From an optimization exercise on the open Yosys and OpenROAD flow, aimed at a short achievable clock period and few clock cycles; shortcuts taken in it are not production practice. Only simulation tests tie the RTL to the original design; equivalence was not proved.

===== flow/design.v =====
module alu (
    input  [18:0] a,
    input  [18:0] b,
    input  [4:0]  opcode,
    output reg [37:0] outau
);
always @(*) begin
    case (opcode)
        5'b00000: outau = {19'b0, a + b};         
        5'b00001: outau = {19'b0, a - b};         
        5'b00010: outau = a * b;                  
        5'b00011: outau = (b != 0) ? {19'b0, a / b} : 38'b0;  
        5'b00100: outau = {19'b0, a + 19'd1};     
        5'b00101: outau = {19'b0, a - 19'd1};     
        5'b00110: outau = {19'b0, a & b};         
        5'b00111: outau = {19'b0, a | b};         
        5'b01000: outau = {19'b0, a ^ b};         
        5'b01001: outau = {19'b0, ~a};            
        default : outau = 38'b0;                  
    endcase
end
endmodule
module program_counter (
    input clk,
    input rst,
    input pc_enable,
    input [1:0] pc_sel,            
    input [18:0] target_addr,      
    output reg [18:0] pc
);
always @(posedge clk or posedge rst) begin
    if (rst) begin
        pc <= 19'd0;
    end 
    else if (pc_enable) begin
        case (pc_sel)
            2'b00: pc <= pc + 1;         
            2'b01: pc <= target_addr;        
            2'b10: pc <= target_addr;        
            2'b11: pc <= target_addr;        
        endcase
    end
end
endmodule
module inst_reg (
    input clk,
    input load_IR,
    input [18:0] ins,               
    output reg [4:0] opcode,        
    output reg [3:0] rs1, rs2, rd,  
    output reg [13:0] addr_imm,     
    output reg [5:0] branch_offset  
);
    localparam OPC_ADD   = 5'd0,
               OPC_SUB   = 5'd1,
               OPC_MUL   = 5'd2,
               OPC_DIV   = 5'd3,
               OPC_INC   = 5'd4,
               OPC_DEC   = 5'd5,
               OPC_AND   = 5'd6,
               OPC_OR    = 5'd7,
               OPC_XOR   = 5'd8,
               OPC_NOT   = 5'd9,
               OPC_LD    = 5'd10,
               OPC_ST    = 5'd11,
               OPC_BEQ   = 5'd12,
               OPC_BNE   = 5'd13,
               OPC_JMP   = 5'd14,
               OPC_CALL  = 5'd15;
    always @(posedge clk) begin
        if (load_IR) begin
            opcode <= ins[18:14];
            rs1 <= 4'd0;
            rs2 <= 4'd0;
            rd <= 4'd0;
            addr_imm <= 14'd0;
            branch_offset <= 6'd0;
            case (ins[18:14])
                OPC_ADD, OPC_SUB, OPC_MUL, OPC_DIV,
                OPC_INC, OPC_DEC, OPC_AND, OPC_OR,
                OPC_XOR, OPC_NOT: begin
                    rs1 <= ins[13:10];
                    rs2 <= ins[9:6];
                    rd  <= ins[5:2];
                end
                OPC_LD, OPC_ST: begin
                    rs1 <= ins[13:10];             
                    rs2 <= ins[9:6];               
                    addr_imm <= {8'd0, ins[5:0]};  
                end
                OPC_BEQ, OPC_BNE: begin
                    rs1 <= ins[13:10];            
                    rs2 <= ins[9:6];              
                    branch_offset <= ins[5:0];    
                end
                OPC_JMP, OPC_CALL: begin
                    addr_imm <= ins[13:0];        
                end
                default: begin
                end
            endcase
        end
    end
endmodule
module reg_file (
    input clk,
    input rst,
    input reg_write,                  
    input [4:0] read_reg1,            
    input [4:0] read_reg2,            
    input [4:0] write_reg,            
    input [18:0] write_data,          
    output [18:0] read_data1,         
    output [18:0] read_data2          
);
    reg [18:0] registers [0:31];
    assign read_data1 = registers[read_reg1];
    assign read_data2 = registers[read_reg2];
    integer i;
    always @(posedge clk or posedge rst) begin
        if (rst) begin
            for (i = 0; i < 32; i = i + 1)
                registers[i] <= 19'd0;
        end else if (reg_write) begin
                        registers[write_reg] <= write_data;
        end
    end
endmodule
module control_unit (
    input clk, rst,
    input [4:0] opcode,                     	 
    input regs_equal,				 
    output reg mem_read,			 
    output reg mem_write,			 
    output reg reg_write,			 
    output reg load_IR,				 
    output reg pc_enable,			 
    output reg [4:0] ALU_op,			 
    output reg [1:0] pc_sel,			 
    output halted				 
);
    parameter FETCH = 3'b000, EXECUTE = 3'b001, MEMORY = 3'b010,
              WRITBK = 3'b011, CONTROL = 3'b100, HALT = 3'b101;
    reg [2:0] state, next_state;
    assign halted = (state == HALT);
    always @(posedge clk or posedge rst) begin
        if (rst)
            state <= FETCH;
        else
            state <= next_state;
    end
    always @(*) begin
        case (state)
            FETCH: next_state = EXECUTE;
            EXECUTE: begin
                case (opcode)
                    5'b01010, 5'b01011: next_state = MEMORY;   				 
                    5'b01100, 5'b01101, 5'b01110, 5'b01111: next_state = CONTROL;	 
                    5'b00000, 5'b00001, 5'b00010, 5'b00011, 5'b00100,
                    5'b00101, 5'b00110, 5'b00111, 5'b01000, 5'b01001: next_state = WRITBK;  
                    5'b11111: next_state = HALT;					 
                    default: next_state = FETCH;					 
                endcase
            end
            MEMORY: begin
                if (opcode == 5'b01010)
                    next_state = WRITBK;	  
                else
                    next_state = FETCH;  	 
            end
            WRITBK: next_state = FETCH;
            CONTROL: next_state = FETCH;
            HALT: next_state = HALT;
            default: next_state = FETCH;
        endcase
    end
    always @(*) begin
        mem_read = 0;
        mem_write = 0;
        reg_write = 0;
        load_IR = 0;
        pc_enable = 0;
        ALU_op = 5'b00000;
        pc_sel = 2'b00;
        case (state)
            FETCH: begin
                mem_read = 1;
                load_IR = 1;
                pc_enable = 1;
                pc_sel = 2'b00;
            end
            EXECUTE: begin
                ALU_op = opcode;
            end
            MEMORY: begin
                if (opcode == 5'b01010)
                    mem_read = 1;        
                else
                    mem_write = 1;       
            end
            WRITBK: begin
                ALU_op = opcode;
                if (opcode != 5'b01011)  
                    reg_write = 1;
            end
            CONTROL: begin
                case (opcode)
                    5'b01100: begin pc_enable = regs_equal;  pc_sel = 2'b01; end  
                    5'b01101: begin pc_enable = !regs_equal; pc_sel = 2'b01; end  
                    5'b01110, 5'b01111: begin pc_enable = 1; pc_sel = 2'b10; end  
                    default: ;
                endcase
            end
            default: ;
        endcase
    end
endmodule
module top_module (
    input clk,
    input rst,
    output [18:0] imem_addr,               
    input  [18:0] imem_rdata,              
    output [8:0]  dmem_addr,               
    input  [18:0] dmem_rdata,              
    output [18:0] dmem_wdata,              
    output        dmem_we,                 
    output        halt                     
);
    wire [4:0] opcode;
    wire [3:0] rs1, rs2, rd;
    wire [13:0] addr_imm;
    wire [5:0] branch_offset;
    wire [4:0] alu_opcode;
    wire [1:0] pc_sel;
    wire [18:0] reg_data1, reg_data2;
    wire [37:0] alu_result;
    wire mem_read, mem_write, reg_write, load_IR, pc_enable;
    wire [18:0] pc_value;
    wire [18:0] target_addr;
    reg [18:0] mem_read_data;
    always @(posedge clk) begin
        if (mem_read)
            mem_read_data <= dmem_rdata;
    end
    wire is_load = (opcode == 5'b01010);
    wire [3:0]  wb_reg  = is_load ? rs2 : rd;
    wire [18:0] wb_data = is_load ? mem_read_data : alu_result[18:0];
    wire [18:0] ea      = reg_data1 + {5'd0, addr_imm};
    assign imem_addr  = pc_value;
    assign dmem_addr  = ea[8:0];
    assign dmem_wdata = reg_data2;
    assign dmem_we    = mem_write;
    assign target_addr = (pc_sel == 2'b01) ? (pc_value + {{13{branch_offset[5]}}, branch_offset}) : {5'd0, addr_imm};
    program_counter PC (
        .clk(clk),
        .rst(rst),
        .pc_enable(pc_enable),
        .pc_sel(pc_sel),
        .target_addr(target_addr),
        .pc(pc_value)
    );
    inst_reg IR (
        .clk(clk),
        .load_IR(load_IR),
        .ins(imem_rdata),
        .opcode(opcode),
        .rs1(rs1),
        .rs2(rs2),
        .rd(rd),
        .addr_imm(addr_imm),
        .branch_offset(branch_offset)
    );
    control_unit CU (
        .clk(clk),
        .rst(rst),
        .opcode(opcode),
        .regs_equal(reg_data1 == reg_data2),
        .mem_read(mem_read),
        .mem_write(mem_write),
        .reg_write(reg_write),
        .load_IR(load_IR),
        .pc_enable(pc_enable),
        .ALU_op(alu_opcode),
        .pc_sel(pc_sel),
        .halted(halt)
    );
    reg_file RF (
        .clk(clk),
        .rst(rst),
        .reg_write(reg_write),
        .read_reg1({1'b0, rs1}),
        .read_reg2({1'b0, rs2}),
        .write_reg({1'b0, wb_reg}),
        .write_data(wb_data),
        .read_data1(reg_data1),
        .read_data2(reg_data2)
    );
    alu ALU (
        .a(reg_data1),
        .b(reg_data2),
        .opcode(alu_opcode),
        .outau(alu_result)
    );
endmodule

===== flow/run.sh =====
#!/bin/bash
# synth_recipe.tcl (not shown) runs the flow's synth.tcl, then flattens the netlist and writes it again
# the make line also repeats each setting of config.mk as NAME=value (left out here)
make -C /OpenROAD-flow-scripts/flow DESIGN_CONFIG=/design/flow/config.mk WORK_HOME=/design/flow/orfs CLKGATE_MAP_FILE= SYNTH_SCRIPT=/design/flow/synth_recipe.tcl finish

===== flow/config.mk =====
export PLATFORM = sky130hd
export DESIGN_NAME = top_module
export DESIGN_NICKNAME = top_module
export VERILOG_FILES = /design/flow/design.v
export SDC_FILE = /design/flow/constraint.sdc
export NUM_CORES = 4
export LEC_CHECK = 0
export CAP_MARGIN = 20
export CORE_MARGIN = 2
export CORE_UTILIZATION = 40
export SLEW_MARGIN = 20

===== flow/constraint.sdc =====
create_clock -name core_clock -period 38.5 [get_ports {clk}]
set_input_delay 7.7000 -clock core_clock [delete_from_list [all_inputs] [get_ports {clk}]]
set_output_delay 7.7000 -clock core_clock [all_outputs]
set_load 0.01 [all_outputs]

==> results.yml <==
run_status:
  status: "no timing/DRC/antenna violations"
floorplanning:
  num_io_pins: 89
  area_of_the_die_mm2: 0.102
  initial_core_util_pct: 40.3
  rows: 115
  dieHeight_um: 319
  fp.coreArea_mm2: 0.0984
  die_width_um: 319
synthesis:
  synth_top_flop_cell: "dfrtp_1"
  synth_edf_count: 56
  ys_ff_latch: 385
  syn_nets: 5321
  synth.yosys.seq_area_share_pct: 24.9
  syn_area_per_cell_um2: 8.27
  yosys_warnings: 7
  synthArstFlopShare_pct: 84.7
  netlist-cell-type-count: 111
  synthesis.area_mm2: 0.0397
  synthCells: 4796
global_route:
  gr-usage-met2_pct: 48.3
  grt_max_degree: 82
  top_usage_layer: "met2"
  met1_usage_pct: 48.1
  grt_use_total_pct: 33.6
  global_route_wire_length_before_repair_mm: 257
  grt_antenna_before_repair: 4
  first_global_vias: 38200
  globalRouteMet3Util_pct: 8.27
  globalRouteOverflowTotal: 0
route:
  route.detailed.vias_per_inst: 6.35
  drtIter0Drc: 4772
  routed_wirelength_mm: 178
  ant_nets: 0
  firstDrtPassIters: 7
  route.detailed.drc: 0
  wl_per_cell_um: 27.8
  vias: 40700
layout:
  layout.area.seq_mm2: 0.00990
  stdcell_count: 6409
  fraction_of_final_layout_cells_with_drive_strength_greater_than_1_pct: 17.6
  fin_util_pct: 48.2
  area_of_the_multi_input_gates_mm2: 0.0289
  fillerInstances: 9609
  area.growth.synth_to_final_pct: 19.7
  layout.nets: 5617
cts:
  tritoncts: "yes"
  clock_sinks: 385
  worst_setup_hold_path_clk_slew_ns: 0.07
  clockBufferDepth: 3
  cts-buffers-inserted: 41
  clkLatencyLatePin_ns: 0.59
  ctsHtreeMaxLevel: 2
  clock_tree.root_cell: "clkbuf_16"
place:
  place.detailed.instances: 6239
  portBuffers: 88
  globalplace.congestion: 1.01
  place_hpwl_mm: 127
critical_path:
  cp_slowest_cell: "or4_4"
  critical_path.max_stage_delay_ns: 0.57
  capture_point_of_the_worst_reg_to_reg_path: "RF.registers[9][0]"
  cp_max_fo: 13
  category_of_the_worst_setup_path_launch_point: "flop"
  startpoint_to_endpoint_class_of_the_critical_path: "flop to flop"
  crit_path_end_kind: "flop"
  crit_path_required_time_ns: 38.92
  path_common_cell: "o21a_1"
  data_arrival_critical_path_ns: 37.75
  r2r-start: "IR.rs2[3]"
  r2r_setup_slack_ns: 1.17
  reg2reg_depth: 198
sta:
  slew_headroom_pct: 26.5
  final.hold.worst_slack_ns: 0.441
  timing.final.crit_period_ns: 37.33
  finalHoldViolCount: 0
  final_min_period_over_clock_period_pct: 97.0
  fin_skew_ns: 0.0370
  max_slew.worst_pin.slew_ns: 1.10
  max_freq_ghz: 0.0268
  finalMaxSlewViolations: 0
  setup-violations-final: 0
job:
  maxCapViolations: 0
worst_hold_path:
  hold_end: "CU.state[2]"
  min-delay-path-class: "flop to flop"
  holdPathStages: 1
## how the worst max path moves through the flow
stage                               end  cells past startpoint       from  slack, ns
finish               RF.registers[9][0]                    198  IR.rs2[3]       1.17
global placement    RF.registers[13][0]                    188  IR.rs2[3]      -0.26
floorplan            RF.registers[9][0]                    200  IR.rs2[1]       0.03
detailed placement  RF.registers[12][0]                    186  IR.rs2[0]      -0.77
CTS                  RF.registers[9][0]                    190  IR.rs2[1]     0.0009
global route         RF.registers[9][0]                    200  IR.rs2[3]      -0.37
## timing repair
action                                  4_1_cts  5_1_grt
gates cloned                                  0        7
resized for setup                            27      264
endpoints found under the setup margin       16       32
setup buffers                                 4       86
pin swaps                                    10      137
hold buffers                                  0        0
## synth_stat cells, types with 40 or more instances
library cell	count	area (um2)
a21o_1	65	488
a21oi_1	383	1920
a22o_1	40	350
a22oi_1	70	526
a31oi_1	56	350
and2_1	46	288
and3_1	46	288
buf_2	64	320
clkbuf_1	163	612
dfrtp_1	326	8160
edfxtp_1	56	1680
fa_1	127	2540
ha_1	358	4480
inv_1	297	1110
mux2_2	96	1080
mux2i_1	73	731
nand2_1	462	1730
nand2b_1	44	275
nand3_1	94	470
nor2_1	445	1670
nor2b_1	69	432
nor3_1	125	626
o21a_1	88	661
o21ai_0	344	1720
o22ai_1	46	288
or3_1	40	250
xnor2_1	111	972
xor2_1	65	569
## cell usage in the layout, fill, tap and decap left out, drive strengths merged, types with 102 or more instances in the layout
cell type / instances
xnor2: 111
nand2: 463
ha: 358
nor3: 126
dfrtp: 326
o21ai: 354
inv: 307
nor2: 447
a21oi: 384
fa: 127
buf: 432
mux2: 102
## state kept, by name, summed over array words and instances (netlist names), named ones only
register	flops
IR.rd	4
IR.rs1	4
CU.state	3
IR.addr_imm	14
PC.pc	19
IR.branch_offset	6
IR.opcode	5
mem_read_data	19
RF.registers	304
IR.rs2	4
## critical path: cells and delay by family, from the launching register on
family,cells,cell delay [ns]
buffers and inverters,23,3.35
muxes,6,1.45
and+or+nand+nor,57,9.11
DFF,1,0.45
adders and majority gates,18,5.08
AOI/OAI and AO/OA,94,17.57
## final cells by class
cell class	instances	area share [%]
clock buffers	54	2.46
repair buffers	525	9.57
flip-flops and latches	385	20.8
well taps	1287	3.39
clock inverters	18	0.411
diodes	1	0.00527
inverters	308	2.49
multi-input cells	3831	60.8
## routing by layer
metal	wire length, um	vias up
li1	-	17900
met1	75800	19800
met2	73000	2527
met3	20700	453
met4	8520	6
met5	40	-
## metrics by stage
| stage | setup WS, ns | TNS, ns | instance area, um2 |
|---|---|---|---|
| 3_3_place_gp | -0.255 | -3.84 | 44000 |
| 2_1_floorplan | 0.0346 | 0 | 39900 |
| 4_1_cts | 0.000895 | 0 | 45500 |
| 6_report | 1.17 | 0 | 47500 |
| 5_1_grt | -0.368 | -5.59 | 47500 |
| 3_5_place_dp | -0.771 | -12.07 | 44000 |
## logic make-up after synthesis
family | Yosys count | share of synthesized area (%)
compound gates | 1470 | 24.3
simple gates | 1514 | 17.9
xor+xnor | 182 | 4.22
fa+ha+maj | 485 | 17.7
buf+inv | 581 | 5.98
mux | 179 | 4.98
flops | 385 | 24.9
Testbench counts, summed over its fixed seeds: cycles 169,994.

## afterwards: timing with drivers on the ports
Ports are ideal in the flow. The routed layout listed here was re-timed in OpenROAD. Step 1, drivers: a clkbuf_16 drives clk and a buf_2 each remaining input, both assumed. Step 2, shift: input delay + t, output delay - t, t = (earliest + latest rising clock arrival at the registers) / 2. This alone moves slack from input paths to output paths. Three values: ideal, step 1, step 2; two values: the first two.
shift t [ns]: 0.622
setup WS [ns]: 1.171 / 1.171 / 1.171
worst hold slack (ns): 0.441 / 0.441 / 0.441
After both steps setup and hold are still met in this run. For this run, drivers alone change the setup slack by 0.000 ns; drivers and shift together by 0.000 ns.
